From an optimization exercise on the open Yosys and OpenROAD flow, aimed at small area, a short achievable clock period and few clock cycles per item; shortcuts taken in it are not production practice.
In this exercise RTL edits were held to simulation tests only and were not proved equivalent to the original.

<file path="flow/run.sh">
#!/bin/bash
# synth_recipe.tcl (not shown) runs the flow's synth.tcl, then flattens the netlist and writes it again
# the make line also repeats each setting of config.mk as NAME=value (left out here)
make -C /OpenROAD-flow-scripts/flow DESIGN_CONFIG=/design/flow/config.mk WORK_HOME=/design/flow/orfs CLKGATE_MAP_FILE= SYNTH_SCRIPT=/design/flow/synth_recipe.tcl finish
</file>
<file path="flow/config.mk">
export PLATFORM = sky130hd
export DESIGN_NAME = accel_pcpi_wrapper
export DESIGN_NICKNAME = accel_pcpi_wrapper
export VERILOG_FILES = /design/flow/design.v
export SDC_FILE = /design/flow/constraint.sdc
export NUM_CORES = 8
export LEC_CHECK = 0
export CAP_MARGIN = 20
export CORE_MARGIN = 2
export CORE_UTILIZATION = 40
export SETUP_SLACK_MARGIN = 5
export SLEW_MARGIN = 20
export SYNTH_HIERARCHICAL = 1
</file>
<file path="flow/constraint.sdc">
create_clock -name core_clock -period 10.0 [get_ports {clk}]
set_input_delay 2.0000 -clock core_clock [delete_from_list [all_inputs] [get_ports {clk}]]
set_output_delay 2.0000 -clock core_clock [all_outputs]
set_load 0.01 [all_outputs]
</file>
<file path="flow/design.v">
`timescale 1ns/1ps
module accel_dot #(parameter int W = 32) (
  input  logic [31:0] a,      
  input  logic [15:0] x1,    
  input  logic [15:0] x2,    
  input  logic [15:0] ng,    
  input  logic [15:0] ne,    
  input  logic [W-1:0] sf,          
  input  logic [W-2:0] cf,          
  output logic [W-1:0] so,          
  output logic [W-2:0] co           
);
  logic [31:0] pp0_0;
  logic [29:0] pp0_1;
  logic [27:0] pp0_2;
  logic [25:0] pp0_3;
  logic [23:0] pp0_4;
  logic [21:0] pp0_5;
  logic [19:0] pp0_6;
  logic [17:0] pp0_7;
  logic [15:0] pp0_8;
  logic [13:0] pp0_9;
  logic [11:0] pp0_10;
  logic [9:0] pp0_11;
  logic [7:0] pp0_12;
  logic [5:0] pp0_13;
  logic [3:0] pp0_14;
  logic [1:0] pp0_15;
  genvar g;
  generate
    for (g = 0; g < 16; g++) begin : row
      localparam int MM = g / 16, DD = g % 16, WD = W - 2*DD;
      logic [WD:0] t;    
      assign t = ~({a[MM*W +: WD], 1'b0} ^ {(WD+1){ng[g]}});
      logic [WD-1:0] p;
      assign p = ~(({WD{x1[g]}} & t[WD:1]) | ({WD{x2[g]}} & t[WD-1:0]));
    end
  endgenerate
  assign pp0_0 = row[0].p;
  assign pp0_1 = row[1].p;
  assign pp0_2 = row[2].p;
  assign pp0_3 = row[3].p;
  assign pp0_4 = row[4].p;
  assign pp0_5 = row[5].p;
  assign pp0_6 = row[6].p;
  assign pp0_7 = row[7].p;
  assign pp0_8 = row[8].p;
  assign pp0_9 = row[9].p;
  assign pp0_10 = row[10].p;
  assign pp0_11 = row[11].p;
  assign pp0_12 = row[12].p;
  assign pp0_13 = row[13].p;
  assign pp0_14 = row[14].p;
  assign pp0_15 = row[15].p;
  logic [333:0] fs, fc;
  accel_ha u0 (ne[10], sf[20], fs[0], fc[0]);
  accel_ha u1 (sf[21], cf[20], fs[1], fc[1]);
  accel_fa u2 (ne[11], sf[22], cf[21], fs[2], fc[2]);
  accel_ha u3 (pp0_0[22], pp0_1[20], fs[3], fc[3]);
  accel_fa u4 (sf[23], cf[22], pp0_0[23], fs[4], fc[4]);
  accel_ha u5 (pp0_1[21], pp0_2[19], fs[5], fc[5]);
  accel_fa u6 (ne[12], sf[24], cf[23], fs[6], fc[6]);
  accel_fa u7 (pp0_0[24], pp0_1[22], pp0_2[20], fs[7], fc[7]);
  accel_ha u8 (pp0_3[18], pp0_4[16], fs[8], fc[8]);
  accel_fa u9 (sf[25], cf[24], pp0_0[25], fs[9], fc[9]);
  accel_fa u10 (pp0_1[23], pp0_2[21], pp0_3[19], fs[10], fc[10]);
  accel_ha u11 (pp0_4[17], pp0_5[15], fs[11], fc[11]);
  accel_fa u12 (ne[13], sf[26], cf[25], fs[12], fc[12]);
  accel_fa u13 (pp0_0[26], pp0_1[24], pp0_2[22], fs[13], fc[13]);
  accel_fa u14 (pp0_3[20], pp0_4[18], pp0_5[16], fs[14], fc[14]);
  accel_ha u15 (pp0_6[14], pp0_7[12], fs[15], fc[15]);
  accel_fa u16 (sf[27], cf[26], pp0_0[27], fs[16], fc[16]);
  accel_fa u17 (pp0_1[25], pp0_2[23], pp0_3[21], fs[17], fc[17]);
  accel_fa u18 (pp0_4[19], pp0_5[17], pp0_6[15], fs[18], fc[18]);
  accel_ha u19 (pp0_7[13], pp0_8[11], fs[19], fc[19]);
  accel_fa u20 (ne[14], sf[28], cf[27], fs[20], fc[20]);
  accel_fa u21 (pp0_0[28], pp0_1[26], pp0_2[24], fs[21], fc[21]);
  accel_fa u22 (pp0_3[22], pp0_4[20], pp0_5[18], fs[22], fc[22]);
  accel_fa u23 (pp0_6[16], pp0_7[14], pp0_8[12], fs[23], fc[23]);
  accel_ha u24 (pp0_9[10], pp0_10[8], fs[24], fc[24]);
  accel_fa u25 (sf[29], cf[28], pp0_0[29], fs[25], fc[25]);
  accel_fa u26 (pp0_1[27], pp0_2[25], pp0_3[23], fs[26], fc[26]);
  accel_fa u27 (pp0_4[21], pp0_5[19], pp0_6[17], fs[27], fc[27]);
  accel_fa u28 (pp0_7[15], pp0_8[13], pp0_9[11], fs[28], fc[28]);
  accel_ha u29 (pp0_10[9], pp0_11[7], fs[29], fc[29]);
  accel_fa u30 (ne[15], sf[30], cf[29], fs[30], fc[30]);
  accel_fa u31 (pp0_0[30], pp0_1[28], pp0_2[26], fs[31], fc[31]);
  accel_fa u32 (pp0_3[24], pp0_4[22], pp0_5[20], fs[32], fc[32]);
  accel_fa u33 (pp0_6[18], pp0_7[16], pp0_8[14], fs[33], fc[33]);
  accel_fa u34 (pp0_9[12], pp0_10[10], pp0_11[8], fs[34], fc[34]);
  accel_ha u35 (pp0_12[6], pp0_13[4], fs[35], fc[35]);
  accel_fa u36 (sf[31], cf[30], pp0_0[31], fs[36], fc[36]);
  accel_fa u37 (pp0_1[29], pp0_2[27], pp0_3[25], fs[37], fc[37]);
  accel_fa u38 (pp0_4[23], pp0_5[21], pp0_6[19], fs[38], fc[38]);
  accel_fa u39 (pp0_7[17], pp0_8[15], pp0_9[13], fs[39], fc[39]);
  accel_fa u40 (pp0_10[11], pp0_11[9], pp0_12[7], fs[40], fc[40]);
  assign fs[41] = pp0_13[5] ^ pp0_14[3];
  accel_ha u42 (ne[6], sf[12], fs[42], fc[42]);
  accel_ha u43 (sf[13], cf[12], fs[43], fc[43]);
  accel_fa u44 (ne[7], sf[14], cf[13], fs[44], fc[44]);
  accel_ha u45 (pp0_0[14], pp0_1[12], fs[45], fc[45]);
  accel_fa u46 (sf[15], cf[14], pp0_0[15], fs[46], fc[46]);
  accel_ha u47 (pp0_1[13], pp0_2[11], fs[47], fc[47]);
  accel_fa u48 (ne[8], sf[16], cf[15], fs[48], fc[48]);
  accel_fa u49 (pp0_0[16], pp0_1[14], pp0_2[12], fs[49], fc[49]);
  accel_ha u50 (pp0_3[10], pp0_4[8], fs[50], fc[50]);
  accel_fa u51 (sf[17], cf[16], pp0_0[17], fs[51], fc[51]);
  accel_fa u52 (pp0_1[15], pp0_2[13], pp0_3[11], fs[52], fc[52]);
  accel_ha u53 (pp0_4[9], pp0_5[7], fs[53], fc[53]);
  accel_fa u54 (ne[9], sf[18], cf[17], fs[54], fc[54]);
  accel_fa u55 (pp0_0[18], pp0_1[16], pp0_2[14], fs[55], fc[55]);
  accel_fa u56 (pp0_3[12], pp0_4[10], pp0_5[8], fs[56], fc[56]);
  accel_ha u57 (pp0_6[6], pp0_7[4], fs[57], fc[57]);
  accel_fa u58 (sf[19], cf[18], pp0_0[19], fs[58], fc[58]);
  accel_fa u59 (pp0_1[17], pp0_2[15], pp0_3[13], fs[59], fc[59]);
  accel_fa u60 (pp0_4[11], pp0_5[9], pp0_6[7], fs[60], fc[60]);
  accel_ha u61 (pp0_7[5], pp0_8[3], fs[61], fc[61]);
  accel_fa u62 (cf[19], pp0_0[20], pp0_1[18], fs[62], fc[62]);
  accel_fa u63 (pp0_2[16], pp0_3[14], pp0_4[12], fs[63], fc[63]);
  accel_fa u64 (pp0_5[10], pp0_6[8], pp0_7[6], fs[64], fc[64]);
  accel_fa u65 (pp0_8[4], pp0_9[2], pp0_10[0], fs[65], fc[65]);
  accel_fa u66 (pp0_0[21], pp0_1[19], pp0_2[17], fs[66], fc[66]);
  accel_fa u67 (pp0_3[15], pp0_4[13], pp0_5[11], fs[67], fc[67]);
  accel_fa u68 (pp0_6[9], pp0_7[7], pp0_8[5], fs[68], fc[68]);
  accel_fa u69 (pp0_9[3], pp0_10[1], fc[0], fs[69], fc[69]);
  accel_fa u70 (pp0_2[18], pp0_3[16], pp0_4[14], fs[70], fc[70]);
  accel_fa u71 (pp0_5[12], pp0_6[10], pp0_7[8], fs[71], fc[71]);
  accel_fa u72 (pp0_8[6], pp0_9[4], pp0_10[2], fs[72], fc[72]);
  accel_fa u73 (pp0_11[0], fc[1], fs[3], fs[73], fc[73]);
  accel_fa u74 (pp0_3[17], pp0_4[15], pp0_5[13], fs[74], fc[74]);
  accel_fa u75 (pp0_6[11], pp0_7[9], pp0_8[7], fs[75], fc[75]);
  accel_fa u76 (pp0_9[5], pp0_10[3], pp0_11[1], fs[76], fc[76]);
  accel_fa u77 (fc[3], fs[5], fc[2], fs[77], fc[77]);
  accel_fa u78 (pp0_5[14], pp0_6[12], pp0_7[10], fs[78], fc[78]);
  accel_fa u79 (pp0_8[8], pp0_9[6], pp0_10[4], fs[79], fc[79]);
  accel_fa u80 (pp0_11[2], pp0_12[0], fc[5], fs[80], fc[80]);
  accel_fa u81 (fs[8], fc[4], fs[6], fs[81], fc[81]);
  accel_fa u82 (pp0_6[13], pp0_7[11], pp0_8[9], fs[82], fc[82]);
  accel_fa u83 (pp0_9[7], pp0_10[5], pp0_11[3], fs[83], fc[83]);
  accel_fa u84 (pp0_12[1], fc[8], fs[11], fs[84], fc[84]);
  accel_fa u85 (fc[6], fc[7], fs[9], fs[85], fc[85]);
  accel_fa u86 (pp0_8[10], pp0_9[8], pp0_10[6], fs[86], fc[86]);
  accel_fa u87 (pp0_11[4], pp0_12[2], pp0_13[0], fs[87], fc[87]);
  accel_fa u88 (fc[11], fs[15], fc[9], fs[88], fc[88]);
  accel_fa u89 (fc[10], fs[12], fs[13], fs[89], fc[89]);
  accel_fa u90 (pp0_9[9], pp0_10[7], pp0_11[5], fs[90], fc[90]);
  accel_fa u91 (pp0_12[3], pp0_13[1], fc[15], fs[91], fc[91]);
  accel_fa u92 (fs[19], fc[12], fc[13], fs[92], fc[92]);
  accel_fa u93 (fc[14], fs[16], fs[17], fs[93], fc[93]);
  accel_fa u94 (pp0_11[6], pp0_12[4], pp0_13[2], fs[94], fc[94]);
  accel_fa u95 (pp0_14[0], fc[19], fs[24], fs[95], fc[95]);
  accel_fa u96 (fc[16], fc[17], fc[18], fs[96], fc[96]);
  accel_fa u97 (fs[20], fs[21], fs[22], fs[97], fc[97]);
  accel_fa u98 (pp0_12[5], pp0_13[3], pp0_14[1], fs[98], fc[98]);
  accel_fa u99 (fc[24], fs[29], fc[20], fs[99], fc[99]);
  accel_fa u100 (fc[21], fc[22], fc[23], fs[100], fc[100]);
  accel_fa u101 (fs[25], fs[26], fs[27], fs[101], fc[101]);
  accel_fa u102 (pp0_14[2], pp0_15[0], fc[29], fs[102], fc[102]);
  accel_fa u103 (fs[35], fc[25], fc[26], fs[103], fc[103]);
  accel_fa u104 (fc[27], fc[28], fs[30], fs[104], fc[104]);
  accel_fa u105 (fs[31], fs[32], fs[33], fs[105], fc[105]);
  accel_fa u106 (pp0_15[1], fc[35], fs[41], fs[106], fc[106]);
  accel_fa u107 (fc[30], fc[31], fc[32], fs[107], fc[107]);
  accel_fa u108 (fc[33], fc[34], fs[36], fs[108], fc[108]);
  accel_fa u109 (fs[37], fs[38], fs[39], fs[109], fc[109]);
  accel_ha u110 (ne[3], sf[6], fs[110], fc[110]);
  accel_ha u111 (sf[7], cf[6], fs[111], fc[111]);
  accel_fa u112 (ne[4], sf[8], cf[7], fs[112], fc[112]);
  accel_ha u113 (pp0_0[8], pp0_1[6], fs[113], fc[113]);
  accel_fa u114 (sf[9], cf[8], pp0_0[9], fs[114], fc[114]);
  accel_ha u115 (pp0_1[7], pp0_2[5], fs[115], fc[115]);
  accel_fa u116 (ne[5], sf[10], cf[9], fs[116], fc[116]);
  accel_fa u117 (pp0_0[10], pp0_1[8], pp0_2[6], fs[117], fc[117]);
  accel_ha u118 (pp0_3[4], pp0_4[2], fs[118], fc[118]);
  accel_fa u119 (sf[11], cf[10], pp0_0[11], fs[119], fc[119]);
  accel_fa u120 (pp0_1[9], pp0_2[7], pp0_3[5], fs[120], fc[120]);
  accel_ha u121 (pp0_4[3], pp0_5[1], fs[121], fc[121]);
  accel_fa u122 (cf[11], pp0_0[12], pp0_1[10], fs[122], fc[122]);
  accel_fa u123 (pp0_2[8], pp0_3[6], pp0_4[4], fs[123], fc[123]);
  accel_fa u124 (pp0_5[2], pp0_6[0], fs[42], fs[124], fc[124]);
  accel_fa u125 (pp0_0[13], pp0_1[11], pp0_2[9], fs[125], fc[125]);
  accel_fa u126 (pp0_3[7], pp0_4[5], pp0_5[3], fs[126], fc[126]);
  accel_fa u127 (pp0_6[1], fc[42], fs[43], fs[127], fc[127]);
  accel_fa u128 (pp0_2[10], pp0_3[8], pp0_4[6], fs[128], fc[128]);
  accel_fa u129 (pp0_5[4], pp0_6[2], pp0_7[0], fs[129], fc[129]);
  accel_fa u130 (fc[43], fs[45], fs[44], fs[130], fc[130]);
  accel_fa u131 (pp0_3[9], pp0_4[7], pp0_5[5], fs[131], fc[131]);
  accel_fa u132 (pp0_6[3], pp0_7[1], fc[45], fs[132], fc[132]);
  accel_fa u133 (fs[47], fc[44], fs[46], fs[133], fc[133]);
  accel_fa u134 (pp0_5[6], pp0_6[4], pp0_7[2], fs[134], fc[134]);
  accel_fa u135 (pp0_8[0], fc[47], fs[50], fs[135], fc[135]);
  accel_fa u136 (fc[46], fs[48], fs[49], fs[136], fc[136]);
  accel_fa u137 (pp0_6[5], pp0_7[3], pp0_8[1], fs[137], fc[137]);
  accel_fa u138 (fc[50], fs[53], fc[48], fs[138], fc[138]);
  accel_fa u139 (fc[49], fs[51], fs[52], fs[139], fc[139]);
  accel_fa u140 (pp0_8[2], pp0_9[0], fc[53], fs[140], fc[140]);
  accel_fa u141 (fs[57], fc[51], fc[52], fs[141], fc[141]);
  accel_fa u142 (fs[54], fs[55], fs[56], fs[142], fc[142]);
  accel_fa u143 (pp0_9[1], fc[57], fs[61], fs[143], fc[143]);
  accel_fa u144 (fc[54], fc[55], fc[56], fs[144], fc[144]);
  accel_fa u145 (fs[58], fs[59], fs[60], fs[145], fc[145]);
  accel_fa u146 (fc[61], fs[0], fc[58], fs[146], fc[146]);
  accel_fa u147 (fc[59], fc[60], fs[62], fs[147], fc[147]);
  accel_fa u148 (fs[63], fs[64], fs[65], fs[148], fc[148]);
  accel_fa u149 (fs[1], fc[62], fc[63], fs[149], fc[149]);
  accel_fa u150 (fc[64], fc[65], fs[66], fs[150], fc[150]);
  accel_fa u151 (fs[67], fs[68], fs[69], fs[151], fc[151]);
  accel_fa u152 (fc[66], fc[67], fc[68], fs[152], fc[152]);
  accel_fa u153 (fs[2], fs[70], fs[71], fs[153], fc[153]);
  accel_fa u154 (fs[72], fc[69], fs[73], fs[154], fc[154]);
  accel_fa u155 (fc[70], fc[71], fc[72], fs[155], fc[155]);
  accel_fa u156 (fs[74], fs[75], fs[76], fs[156], fc[156]);
  accel_fa u157 (fs[4], fc[73], fs[77], fs[157], fc[157]);
  accel_fa u158 (fc[74], fc[75], fc[76], fs[158], fc[158]);
  accel_fa u159 (fs[78], fs[79], fs[7], fs[159], fc[159]);
  accel_fa u160 (fc[77], fs[80], fs[81], fs[160], fc[160]);
  accel_fa u161 (fc[78], fc[79], fs[82], fs[161], fc[161]);
  accel_fa u162 (fs[83], fs[10], fc[80], fs[162], fc[162]);
  accel_fa u163 (fs[84], fc[81], fs[85], fs[163], fc[163]);
  accel_fa u164 (fc[82], fc[83], fs[86], fs[164], fc[164]);
  accel_fa u165 (fs[87], fs[14], fc[84], fs[165], fc[165]);
  accel_fa u166 (fc[85], fs[88], fs[89], fs[166], fc[166]);
  accel_fa u167 (fc[86], fc[87], fs[90], fs[167], fc[167]);
  accel_fa u168 (fs[18], fs[91], fc[88], fs[168], fc[168]);
  accel_fa u169 (fc[89], fs[92], fs[93], fs[169], fc[169]);
  accel_fa u170 (fc[90], fs[94], fs[23], fs[170], fc[170]);
  accel_fa u171 (fc[91], fc[92], fs[95], fs[171], fc[171]);
  accel_fa u172 (fc[93], fs[96], fs[97], fs[172], fc[172]);
  accel_fa u173 (fc[94], fs[98], fs[28], fs[173], fc[173]);
  accel_fa u174 (fc[95], fc[96], fs[99], fs[174], fc[174]);
  accel_fa u175 (fc[97], fs[100], fs[101], fs[175], fc[175]);
  accel_fa u176 (fc[98], fs[34], fc[99], fs[176], fc[176]);
  accel_fa u177 (fs[102], fc[100], fc[101], fs[177], fc[177]);
  accel_fa u178 (fs[103], fs[104], fs[105], fs[178], fc[178]);
  accel_fa u179 (fs[40], fc[102], fc[103], fs[179], fc[179]);
  accel_fa u180 (fs[106], fc[104], fc[105], fs[180], fc[180]);
  accel_fa u181 (fs[107], fs[108], fs[109], fs[181], fc[181]);
  accel_ha u182 (ne[1], sf[2], fs[182], fc[182]);
  accel_ha u183 (sf[3], cf[2], fs[183], fc[183]);
  accel_fa u184 (ne[2], sf[4], cf[3], fs[184], fc[184]);
  accel_ha u185 (pp0_0[4], pp0_1[2], fs[185], fc[185]);
  accel_fa u186 (sf[5], cf[4], pp0_0[5], fs[186], fc[186]);
  accel_ha u187 (pp0_1[3], pp0_2[1], fs[187], fc[187]);
  accel_fa u188 (cf[5], pp0_0[6], pp0_1[4], fs[188], fc[188]);
  accel_fa u189 (pp0_2[2], pp0_3[0], fs[110], fs[189], fc[189]);
  accel_fa u190 (pp0_0[7], pp0_1[5], pp0_2[3], fs[190], fc[190]);
  accel_fa u191 (pp0_3[1], fc[110], fs[111], fs[191], fc[191]);
  accel_fa u192 (pp0_2[4], pp0_3[2], pp0_4[0], fs[192], fc[192]);
  accel_fa u193 (fc[111], fs[113], fs[112], fs[193], fc[193]);
  accel_fa u194 (pp0_3[3], pp0_4[1], fc[113], fs[194], fc[194]);
  accel_fa u195 (fs[115], fc[112], fs[114], fs[195], fc[195]);
  accel_fa u196 (pp0_5[0], fc[115], fs[118], fs[196], fc[196]);
  accel_fa u197 (fc[114], fs[116], fs[117], fs[197], fc[197]);
  accel_fa u198 (fc[118], fs[121], fc[116], fs[198], fc[198]);
  accel_fa u199 (fc[117], fs[119], fs[120], fs[199], fc[199]);
  accel_fa u200 (fc[121], fc[119], fc[120], fs[200], fc[200]);
  accel_fa u201 (fs[122], fs[123], fs[124], fs[201], fc[201]);
  accel_fa u202 (fc[122], fc[123], fs[125], fs[202], fc[202]);
  accel_fa u203 (fs[126], fc[124], fs[127], fs[203], fc[203]);
  accel_fa u204 (fc[125], fc[126], fs[128], fs[204], fc[204]);
  accel_fa u205 (fs[129], fc[127], fs[130], fs[205], fc[205]);
  accel_fa u206 (fc[128], fc[129], fs[131], fs[206], fc[206]);
  accel_fa u207 (fs[132], fc[130], fs[133], fs[207], fc[207]);
  accel_fa u208 (fc[131], fs[134], fc[132], fs[208], fc[208]);
  accel_fa u209 (fs[135], fc[133], fs[136], fs[209], fc[209]);
  accel_fa u210 (fc[134], fs[137], fc[135], fs[210], fc[210]);
  accel_fa u211 (fs[138], fc[136], fs[139], fs[211], fc[211]);
  accel_fa u212 (fc[137], fc[138], fs[140], fs[212], fc[212]);
  accel_fa u213 (fc[139], fs[141], fs[142], fs[213], fc[213]);
  accel_fa u214 (fc[140], fc[141], fs[143], fs[214], fc[214]);
  accel_fa u215 (fc[142], fs[144], fs[145], fs[215], fc[215]);
  accel_fa u216 (fc[143], fc[144], fc[145], fs[216], fc[216]);
  accel_fa u217 (fs[146], fs[147], fs[148], fs[217], fc[217]);
  accel_fa u218 (fc[146], fc[147], fc[148], fs[218], fc[218]);
  accel_fa u219 (fs[149], fs[150], fs[151], fs[219], fc[219]);
  accel_fa u220 (fc[149], fc[150], fs[152], fs[220], fc[220]);
  accel_fa u221 (fs[153], fc[151], fs[154], fs[221], fc[221]);
  accel_fa u222 (fc[152], fc[153], fs[155], fs[222], fc[222]);
  accel_fa u223 (fs[156], fc[154], fs[157], fs[223], fc[223]);
  accel_fa u224 (fc[155], fc[156], fs[158], fs[224], fc[224]);
  accel_fa u225 (fs[159], fc[157], fs[160], fs[225], fc[225]);
  accel_fa u226 (fc[158], fc[159], fs[161], fs[226], fc[226]);
  accel_fa u227 (fs[162], fc[160], fs[163], fs[227], fc[227]);
  accel_fa u228 (fc[161], fs[164], fc[162], fs[228], fc[228]);
  accel_fa u229 (fs[165], fc[163], fs[166], fs[229], fc[229]);
  accel_fa u230 (fc[164], fs[167], fc[165], fs[230], fc[230]);
  accel_fa u231 (fs[168], fc[166], fs[169], fs[231], fc[231]);
  accel_fa u232 (fc[167], fs[170], fc[168], fs[232], fc[232]);
  accel_fa u233 (fs[171], fc[169], fs[172], fs[233], fc[233]);
  accel_fa u234 (fc[170], fs[173], fc[171], fs[234], fc[234]);
  accel_fa u235 (fs[174], fc[172], fs[175], fs[235], fc[235]);
  accel_fa u236 (fc[173], fc[174], fs[176], fs[236], fc[236]);
  accel_fa u237 (fc[175], fs[177], fs[178], fs[237], fc[237]);
  accel_fa u238 (fc[176], fc[177], fs[179], fs[238], fc[238]);
  accel_fa u239 (fc[178], fs[180], fs[181], fs[239], fc[239]);
  accel_ha u240 (cf[1], pp0_0[2], fs[240], fc[240]);
  accel_fa u241 (pp0_0[3], pp0_1[1], fc[182], fs[241], fc[241]);
  accel_fa u242 (pp0_2[0], fc[183], fs[185], fs[242], fc[242]);
  accel_fa u243 (fc[185], fs[187], fc[184], fs[243], fc[243]);
  accel_fa u244 (fc[187], fc[186], fs[188], fs[244], fc[244]);
  accel_fa u245 (fc[188], fs[190], fc[189], fs[245], fc[245]);
  accel_fa u246 (fc[190], fs[192], fc[191], fs[246], fc[246]);
  accel_fa u247 (fc[192], fs[194], fc[193], fs[247], fc[247]);
  accel_fa u248 (fc[194], fs[196], fc[195], fs[248], fc[248]);
  accel_fa u249 (fc[196], fs[198], fc[197], fs[249], fc[249]);
  accel_fa u250 (fc[198], fc[199], fs[200], fs[250], fc[250]);
  accel_fa u251 (fc[200], fs[202], fc[201], fs[251], fc[251]);
  accel_fa u252 (fc[202], fs[204], fc[203], fs[252], fc[252]);
  accel_fa u253 (fc[204], fs[206], fc[205], fs[253], fc[253]);
  accel_fa u254 (fc[206], fs[208], fc[207], fs[254], fc[254]);
  accel_fa u255 (fc[208], fs[210], fc[209], fs[255], fc[255]);
  accel_fa u256 (fc[210], fs[212], fc[211], fs[256], fc[256]);
  accel_fa u257 (fc[212], fs[214], fc[213], fs[257], fc[257]);
  accel_fa u258 (fc[214], fc[215], fs[216], fs[258], fc[258]);
  accel_fa u259 (fc[216], fc[217], fs[218], fs[259], fc[259]);
  accel_fa u260 (fc[218], fs[220], fc[219], fs[260], fc[260]);
  accel_fa u261 (fc[220], fs[222], fc[221], fs[261], fc[261]);
  accel_fa u262 (fc[222], fs[224], fc[223], fs[262], fc[262]);
  accel_fa u263 (fc[224], fs[226], fc[225], fs[263], fc[263]);
  accel_fa u264 (fc[226], fs[228], fc[227], fs[264], fc[264]);
  accel_fa u265 (fc[228], fs[230], fc[229], fs[265], fc[265]);
  accel_fa u266 (fc[230], fs[232], fc[231], fs[266], fc[266]);
  accel_fa u267 (fc[232], fs[234], fc[233], fs[267], fc[267]);
  accel_fa u268 (fc[234], fs[236], fc[235], fs[268], fc[268]);
  accel_fa u269 (fc[236], fs[238], fc[237], fs[269], fc[269]);
  accel_ha u270 (ne[0], sf[0], fs[270], fc[270]);
  accel_fa u271 (sf[1], cf[0], pp0_0[1], fs[271], fc[271]);
  accel_fa u272 (pp0_1[0], fs[182], fs[240], fs[272], fc[272]);
  accel_fa u273 (fc[240], fs[183], fs[241], fs[273], fc[273]);
  accel_fa u274 (fs[184], fc[241], fs[242], fs[274], fc[274]);
  accel_fa u275 (fs[186], fc[242], fs[243], fs[275], fc[275]);
  accel_fa u276 (fc[243], fs[189], fs[244], fs[276], fc[276]);
  accel_fa u277 (fs[191], fc[244], fs[245], fs[277], fc[277]);
  accel_fa u278 (fs[193], fc[245], fs[246], fs[278], fc[278]);
  accel_fa u279 (fs[195], fc[246], fs[247], fs[279], fc[279]);
  accel_fa u280 (fs[197], fc[247], fs[248], fs[280], fc[280]);
  accel_fa u281 (fs[199], fc[248], fs[249], fs[281], fc[281]);
  accel_fa u282 (fs[201], fc[249], fs[250], fs[282], fc[282]);
  accel_fa u283 (fs[203], fc[250], fs[251], fs[283], fc[283]);
  accel_fa u284 (fs[205], fc[251], fs[252], fs[284], fc[284]);
  accel_fa u285 (fs[207], fc[252], fs[253], fs[285], fc[285]);
  accel_fa u286 (fs[209], fc[253], fs[254], fs[286], fc[286]);
  accel_fa u287 (fs[211], fc[254], fs[255], fs[287], fc[287]);
  accel_fa u288 (fs[213], fc[255], fs[256], fs[288], fc[288]);
  accel_fa u289 (fs[215], fc[256], fs[257], fs[289], fc[289]);
  accel_fa u290 (fs[217], fc[257], fs[258], fs[290], fc[290]);
  accel_fa u291 (fs[219], fc[258], fs[259], fs[291], fc[291]);
  accel_fa u292 (fc[259], fs[221], fs[260], fs[292], fc[292]);
  accel_fa u293 (fs[223], fc[260], fs[261], fs[293], fc[293]);
  accel_fa u294 (fs[225], fc[261], fs[262], fs[294], fc[294]);
  accel_fa u295 (fs[227], fc[262], fs[263], fs[295], fc[295]);
  accel_fa u296 (fs[229], fc[263], fs[264], fs[296], fc[296]);
  accel_fa u297 (fs[231], fc[264], fs[265], fs[297], fc[297]);
  accel_fa u298 (fs[233], fc[265], fs[266], fs[298], fc[298]);
  accel_fa u299 (fs[235], fc[266], fs[267], fs[299], fc[299]);
  accel_fa u300 (fs[237], fc[267], fs[268], fs[300], fc[300]);
  accel_fa u301 (fs[239], fc[268], fs[269], fs[301], fc[301]);
  accel_ha u302 (fs[270], pp0_0[0], fs[302], fc[302]);
  accel_ha u303 (fc[270], fs[271], fs[303], fc[303]);
  accel_ha u304 (fc[271], fs[272], fs[304], fc[304]);
  accel_ha u305 (fc[272], fs[273], fs[305], fc[305]);
  accel_ha u306 (fc[273], fs[274], fs[306], fc[306]);
  accel_ha u307 (fc[274], fs[275], fs[307], fc[307]);
  accel_ha u308 (fc[275], fs[276], fs[308], fc[308]);
  accel_ha u309 (fc[276], fs[277], fs[309], fc[309]);
  accel_ha u310 (fc[277], fs[278], fs[310], fc[310]);
  accel_ha u311 (fc[278], fs[279], fs[311], fc[311]);
  accel_ha u312 (fc[279], fs[280], fs[312], fc[312]);
  accel_ha u313 (fc[280], fs[281], fs[313], fc[313]);
  accel_ha u314 (fc[281], fs[282], fs[314], fc[314]);
  accel_ha u315 (fc[282], fs[283], fs[315], fc[315]);
  accel_ha u316 (fc[283], fs[284], fs[316], fc[316]);
  accel_ha u317 (fc[284], fs[285], fs[317], fc[317]);
  accel_ha u318 (fc[285], fs[286], fs[318], fc[318]);
  accel_ha u319 (fc[286], fs[287], fs[319], fc[319]);
  accel_ha u320 (fc[287], fs[288], fs[320], fc[320]);
  accel_ha u321 (fc[288], fs[289], fs[321], fc[321]);
  accel_ha u322 (fc[289], fs[290], fs[322], fc[322]);
  accel_ha u323 (fc[290], fs[291], fs[323], fc[323]);
  accel_ha u324 (fc[291], fs[292], fs[324], fc[324]);
  accel_ha u325 (fc[292], fs[293], fs[325], fc[325]);
  accel_ha u326 (fc[293], fs[294], fs[326], fc[326]);
  accel_ha u327 (fc[294], fs[295], fs[327], fc[327]);
  accel_ha u328 (fc[295], fs[296], fs[328], fc[328]);
  accel_ha u329 (fc[296], fs[297], fs[329], fc[329]);
  accel_ha u330 (fc[297], fs[298], fs[330], fc[330]);
  accel_ha u331 (fc[298], fs[299], fs[331], fc[331]);
  accel_ha u332 (fc[299], fs[300], fs[332], fc[332]);
  assign fs[333] = fc[300] ^ fs[301];
  assign so = {fs[333], fs[332], fs[331], fs[330], fs[329], fs[328], fs[327], fs[326], fs[325], fs[324], fs[323], fs[322], fs[321], fs[320], fs[319], fs[318], fs[317], fs[316], fs[315], fs[314], fs[313], fs[312], fs[311], fs[310], fs[309], fs[308], fs[307], fs[306], fs[305], fs[304], fs[303], fs[302]};
  assign co = {fc[332], fc[331], fc[330], fc[329], fc[328], fc[327], fc[326], fc[325], fc[324], fc[323], fc[322], fc[321], fc[320], fc[319], fc[318], fc[317], fc[316], fc[315], fc[314], fc[313], fc[312], fc[311], fc[310], fc[309], fc[308], fc[307], fc[306], fc[305], fc[304], fc[303], fc[302]};
endmodule
module accel_fa (input logic a, b, c, output logic s, co);
  assign s  = a ^ b ^ c;
  assign co = (a & b) | (c & (a ^ b));
endmodule
module accel_ha (input logic a, b, output logic s, co);
  assign s  = a ^ b;
  assign co = a & b;
endmodule
module accel_cpa (
  input  logic [31:0] p,
  input  logic [30:0] g,
  output logic [31:0] y
);
  logic [30:0] g0, p0;
  assign g0 = g;
  assign p0 = p[30:0];
  logic [30:0] g1, p1;
  assign g1 = g0 | (p0 & {g0[29:0], 1'b0});
  assign p1 = p0 & {p0[29:0], 1'b0};
  logic [30:0] g2, p2;
  assign g2 = g1 | (p1 & {g1[28:0], 2'b0});
  assign p2 = p1 & {p1[28:0], 2'b0};
  logic [30:0] g3, p3;
  assign g3 = g2 | (p2 & {g2[26:0], 4'b0});
  assign p3 = p2 & {p2[26:0], 4'b0};
  logic [30:0] g4, p4;
  assign g4 = g3 | (p3 & {g3[22:0], 8'b0});
  assign p4 = p3 & {p3[22:0], 8'b0};
  logic [30:0] g5, p5;
  assign g5 = g4 | (p4 & {g4[14:0], 16'b0});
  assign p5 = p4 & {p4[14:0], 16'b0};
  assign y = p ^ {g5, 1'b0};
endmodule
`timescale 1ns/1ps
module accel_pcpi_wrapper #(
  parameter int N = 4,
  parameter int W = 32
)(
  input  logic clk,
  input  logic rst_n,
  input  logic start_req,
  input  logic [N*N*W-1:0] memA,
  input  logic [N*N*W-1:0] memB,
  output logic done,
  output logic [N*N*W-1:0] result_flat
);
  localparam int K  = 4;           
  localparam int M  = N / K;       
  localparam int ND = W / 2;       
  logic [2:0] cnt;
  logic       first_q;             
  logic       idle, ld;
  logic [1:0] sel;               
  assign idle = (cnt == '0);
  assign ld   = idle ? start_req : (cnt != 3'(K));
  assign sel  = cnt[1:0];
  always_ff @(posedge clk or negedge rst_n) begin
    if (!rst_n) begin
      cnt     <= '0;
      first_q <= 1'b0;
      done    <= 1'b0;
    end else begin
      first_q <= idle & start_req;
      done    <= (cnt == 3'(K));
      if (idle)
        cnt <= start_req ? 3'(1) : '0;
      else if (cnt == 3'(K))
        cnt <= '0;
      else
        cnt <= cnt + 3'(1);
    end
  end
  genvar gi, gj, gm, gd;
  generate
    for (gi = 0; gi < N; gi++) begin : ar
      logic [M*W-1:0] a_q;
      for (gm = 0; gm < M; gm++) begin : m
        logic [W-1:0] av;
        always_comb begin
          av = memA[(gi*N+gm*K)*W +: W];
          for (int p = 1; p < K; p++)
            if (sel == 2'(p)) av = memA[(gi*N+gm*K+p)*W +: W];
        end
        always_ff @(posedge clk) a_q[gm*W +: W] <= av;
      end
    end
    for (gj = 0; gj < N; gj++) begin : br
      logic [M*ND-1:0] x1_q, x2_q, ng_q, ne;
      for (gm = 0; gm < M; gm++) begin : m
        logic [W-1:0] bv;
        always_comb begin
          bv = memB[((gm*K)*N+gj)*W +: W];
          for (int p = 1; p < K; p++)
            if (sel == 2'(p)) bv = memB[((gm*K+p)*N+gj)*W +: W];
        end
        logic [W:0] b;
        assign b = {bv, 1'b0};
        for (gd = 0; gd < ND; gd++) begin : d
          always_ff @(posedge clk) begin
            x1_q[gm*ND+gd] <= ld & (b[2*gd+1] ^ b[2*gd]);
            x2_q[gm*ND+gd] <= ld & (b[2*gd+2] ? ~(b[2*gd+1] | b[2*gd]) : (b[2*gd+1] & b[2*gd]));
            ng_q[gm*ND+gd] <= b[2*gd+2];
          end
        end
      end
      assign ne = ng_q | ~(x1_q | x2_q);
    end
    for (gi = 0; gi < N; gi++) begin : row
      for (gj = 0; gj < N; gj++) begin : col
        logic [W-1:0] s_q, s_d;
        logic [W-2:0] c_q, c_d;
        accel_dot #(.W(W)) dot (
          .a(ar[gi].a_q),
          .x1(br[gj].x1_q), .x2(br[gj].x2_q), .ng(br[gj].ng_q), .ne(br[gj].ne),
          .sf(first_q ? '0 : s_q), .cf(first_q ? '0 : c_q),
          .so(s_d), .co(c_d));
        always_ff @(posedge clk) begin
          s_q <= s_d;
          c_q <= c_d;
        end
        accel_cpa cpa (.p(s_q), .g(c_q), .y(result_flat[(gi*N+gj)*W +: W]));
      end
    end
  endgenerate
endmodule
</file>
==> impl_metrics.yaml <==
drt:
  dr.pass1.iters: 11
  detail_route.wl_per_cell_um: 38.7
  vias_per_cell: 6.38
  drtIter0Drc: 27100
  post-route-drc-count: 0
  ant_nets: 0
  vias: 211000
  wl_mm: 1280
critical_path:
  slowest_delay_ns: 0.43
  worst_ep_arrival_time_ns: 3.52
  crit_path_top_delay_cell: "xor2_4"
  path_buf_inv: 2
  cp_common_cell: "buf_6"
  crit_chain: "a211oi_2 -> o21ai_2 -> a31oi_4 -> buf_6 -> a211oi_4 -> o2111ai_4 -> a21oi_4 -> xor2_4 -> buf_6"
  start_kind: "register"
  crit_type: "register to output pin"
  crit_family: "compound AO/OA/AOI/OAI gates"
  cp-end-kind: "output pin"
  crit_fanout: 4
  required_ns: 8.00
clock_network:
  clk_pin_slew_ns: 0.06
  tritoncts: "done"
  root_buffer: "clkbuf_16"
  clk_latency_ns: 1.03
  cts_buffer_depth: 4
  numCtsBuffers: 195
  cts.sinks: 1333
  htreeDepth: 4
  ctsHoldBuffers: 0
placed_design:
  placedInstanceArea_um2: 265000
  numPortBuffers: 1539
  dpl.hpwl_mm: 960
  place_congestion: 1.04
  place_inst: 32100
synth:
  synth_top_area_cell: "fa_1"
  ys_seq_area_share_pct: 10.5
  synthCells: 24900
  netlist_top_cells_area: "fa_1 (34%), xnor2_1 (16%), a22oi_1 (12%)"
  avgSynthCellArea_um2: 10.2
  ys.flop_type: "dfxtp_1"
  yosysMostFrequentCell: "xnor2_1"
  yosysWarnings: 7
  yosys-top-cells-count: "xnor2_1 (4697), fa_1 (4320), a22oi_1 (4112)"
  synth_edf_count: 0
  syn_area_um2: 255000
  synth_top_area_share_pct: 33.9
  synth_nets: 31300
  synth-seq-cells: 1333
  synth.distinct_cells: 64
  async_reset_ff_share_pct: 0.375
sta:
  hold_ws_ns: 0.546
  fin_crit_ns: 5.52
  rsz0062_at_grt: "yes"
  max_freq_mhz: 181
  setup_viol: 0
  fin_crit_sh_pct: 55.2
  drv_slew: 0
  tns_ns: 0
  final.setup_skew_ns: 0.107
  worst_pin_slew_ns: 1.32
  finalHoldViolCount: 0
  slew_headroom_pct: 11.8
grt:
  grt.total_usage_pct: 38.1
  gr-total-overflow: 0
  first_global_vias: 218000
  antenna_found_initial: 152
  grt_first_pass_wirelength_mm: 1740
  grt_max_degree: 153
run:
  drv_cap: 0
floorplan:
  row_count: 293
  die-area_um2: 644000
  die-width_um: 802
  fp.dieH_um: 802
  start_util_pct: 40.1
  coreArea_um2: 636000
  io_pins: 1540
cells_and_area:
  instances_no_fill: 33100
  post-route-util_pct: 45.7
  fill_cells: 59500
  drive_gt1_share_pct: 15.0
  nets: 30800
  final_area_um2: 290000
  area_delta_synth_final_pct: 13.9
hold_path:
  hold_class: "register to register"
status:
  outcome: "complete, no violations"
-- layout by cell type, fill, tap and decap left out, types with 45 or more instances in the layout --
| cell | instances |
|---|---|
| a222oi_1 | 88 |
| dfxtp_2 | 384 |
| xnor2_1 | 4513 |
| fa_1 | 4320 |
| nor2_2 | 69 |
| a21oi_1 | 854 |
| dfxtp_4 | 309 |
| buf_8 | 46 |
| inv_1 | 323 |
| buf_2 | 150 |
| nand2_1 | 511 |
| mux2i_1 | 257 |
| clkdlybuf4s50_1 | 1129 |
| xor2_4 | 64 |
| buf_12 | 96 |
| xor2_1 | 62 |
| o21ai_1 | 58 |
| diode_2 | 133 |
| nand4_1 | 80 |
| a22oi_1 | 4109 |
| and3_1 | 70 |
| xnor2_2 | 107 |
| xnor2_4 | 77 |
| nand2b_1 | 70 |
| dfxtp_1 | 635 |
| clkbuf_16 | 212 |
| a31oi_4 | 45 |
| nand3_1 | 128 |
| buf_6 | 460 |
| nor2_1 | 474 |
| o211ai_1 | 48 |
| a21o_1 | 149 |
| a211oi_2 | 46 |
| o21ai_2 | 71 |
| a21oi_2 | 108 |
| nor2b_1 | 1307 |
| buf_4 | 635 |
| ha_1 | 993 |
| o21ai_0 | 246 |
| a21oi_4 | 82 |
-- logic make-up (layout without fill, tap and decap cells) --
group | after synthesis | in the layout | synth area share [%]
DFF | 1333 | 1333 | 10.5
adders and majority gates | 5332 | 5332 | 38.9
and+or+nand+nor | 2954 | 2954 | 6.12
AOI/OAI and AO/OA | 6548 | 6548 | 18.2
muxes | 272 | 272 | 1.07
other | 0 | 133 | 0
buffers and inverters | 3626 | 3308 | 8.58
xor gates and xnor gates | 4861 | 4861 | 16.7
-- flip-flops by register name, summed over array words and instances (netlist names) --
signal and count:
first_q 1, ar.a_q 128, br.ng_q 64, br.x2_q 64
row.col.s_q 512, row.col.c_q 496, br.x1_q 64, done 1
cnt 3
-- layout make-up --
class                           instances  area [um2]  area share (%)
Sequential cell                      1333       28400            9.76
Timing Repair Buffer                 2622       26300            9.04
Inverter                              327        1230           0.423
Tap cell                             8407       10500            3.62
Multi-Input combinational cell      20000      217000            74.6
Antenna cell                          133         333           0.115
Clock buffer                          244        5470            1.88
Clock inverter                        115        1500           0.515
-- per-layer routing --
layer | GRT usage, % | routed length (um) | vias up
li1 | - | - | 84700
met1 | 45.0 | 461000 | 109000
met2 | 55.3 | 529000 | 14300
met3 | 14.3 | 157000 | 3769
met4 | 30.8 | 134000 | 64
met5 | 0.494 | 538 | -
-- Yosys stat by module (local to each module, per instance), a selection --
| module | times used | cell area [um2] | cells inside | flops+latches |
|---|---|---|---|---|
| accel_fa | 4320 | 20.0 | 1 | 0 |
| accel_ha | 992 | 12.5 | 1 | 0 |
| accel_pcpi_wrapper | 1 | 43900 | 4174 | 1333 |
| accel_cpa | 16 | 1320 | 220 | 0 |
-- stage by stage --
step	worst slack, ns
after floorplan	5.27
after CTS	4.49
after global placement	4.18
after detailed placement	4.27
final	4.48
after global routing	4.48
-- worst reg2reg max path, cell delays in order, from the launching register on --
cell	delay, ns
dfxtp_4	0.86
buf_4	0.61
xnor2_1	0.40
a22oi_1	0.20
fa_1	0.62
fa_1	0.45
fa_1	0.44
fa_1	0.47
fa_1	0.61
ha_1	0.26
-- timing repair --
action                                  in CTS  in global routing
setup buffers                              279                278
pin swaps                                  559                455
gates cloned                                 8                  5
gates resized for setup                   3690                857
endpoints found under the setup margin     814                540
-- final timing paths --
| path | start | endpoint | slack, ns | cells past startpoint |
|---|---|---|---|---|
| worst min-delay path | cnt[2] | done | 0.55 | 1 |
| worst min register to register | cnt[2] | done | 0.55 | 1 |
| worst max register to register | ar[2].a_q[5] | row[2].col[3].s_q[24] | 4.94 | 9 |
| min in group asynchronous | rst_n | first_q | 1.20 | 1 |
| max in group asynchronous | rst_n | first_q | 8.57 | 1 |
| worst max-delay path | row[0].col[0].s_q[1] | result_flat[31] | 4.48 | 9 |
Testbench counts, summed over its fixed seeds: cycles 1,928, items 384.

[what the ideal ports hide]
No port has a modelled driver above. Below, the same layout with a new extraction and two added sets of constraints. Step 1, drivers: a clkbuf_16 drives clk and a buf_2 each remaining input, both assumed. Step 2, shift: input delay + t, output delay - t, t = (earliest + latest rising clock arrival at the registers) / 2. This alone moves slack from input paths to output paths. Slacks: no drivers / after step 1 / after step 2; pairs: no drivers / after step 1.
shift t [ns]: 1.119
slack for setup (ns): 4.481 / 4.341 / 4.848
hold slack, ns: 0.546 / 0.546 / 0.546
slew at the worst register clock pin (ns): 0.08 / 0.08
worst data-port slew with drivers (ns): 0.92
After both steps this run still meets setup and hold. The setup slack of this run moves by -0.140 ns with the drivers and by +0.367 ns with both steps.
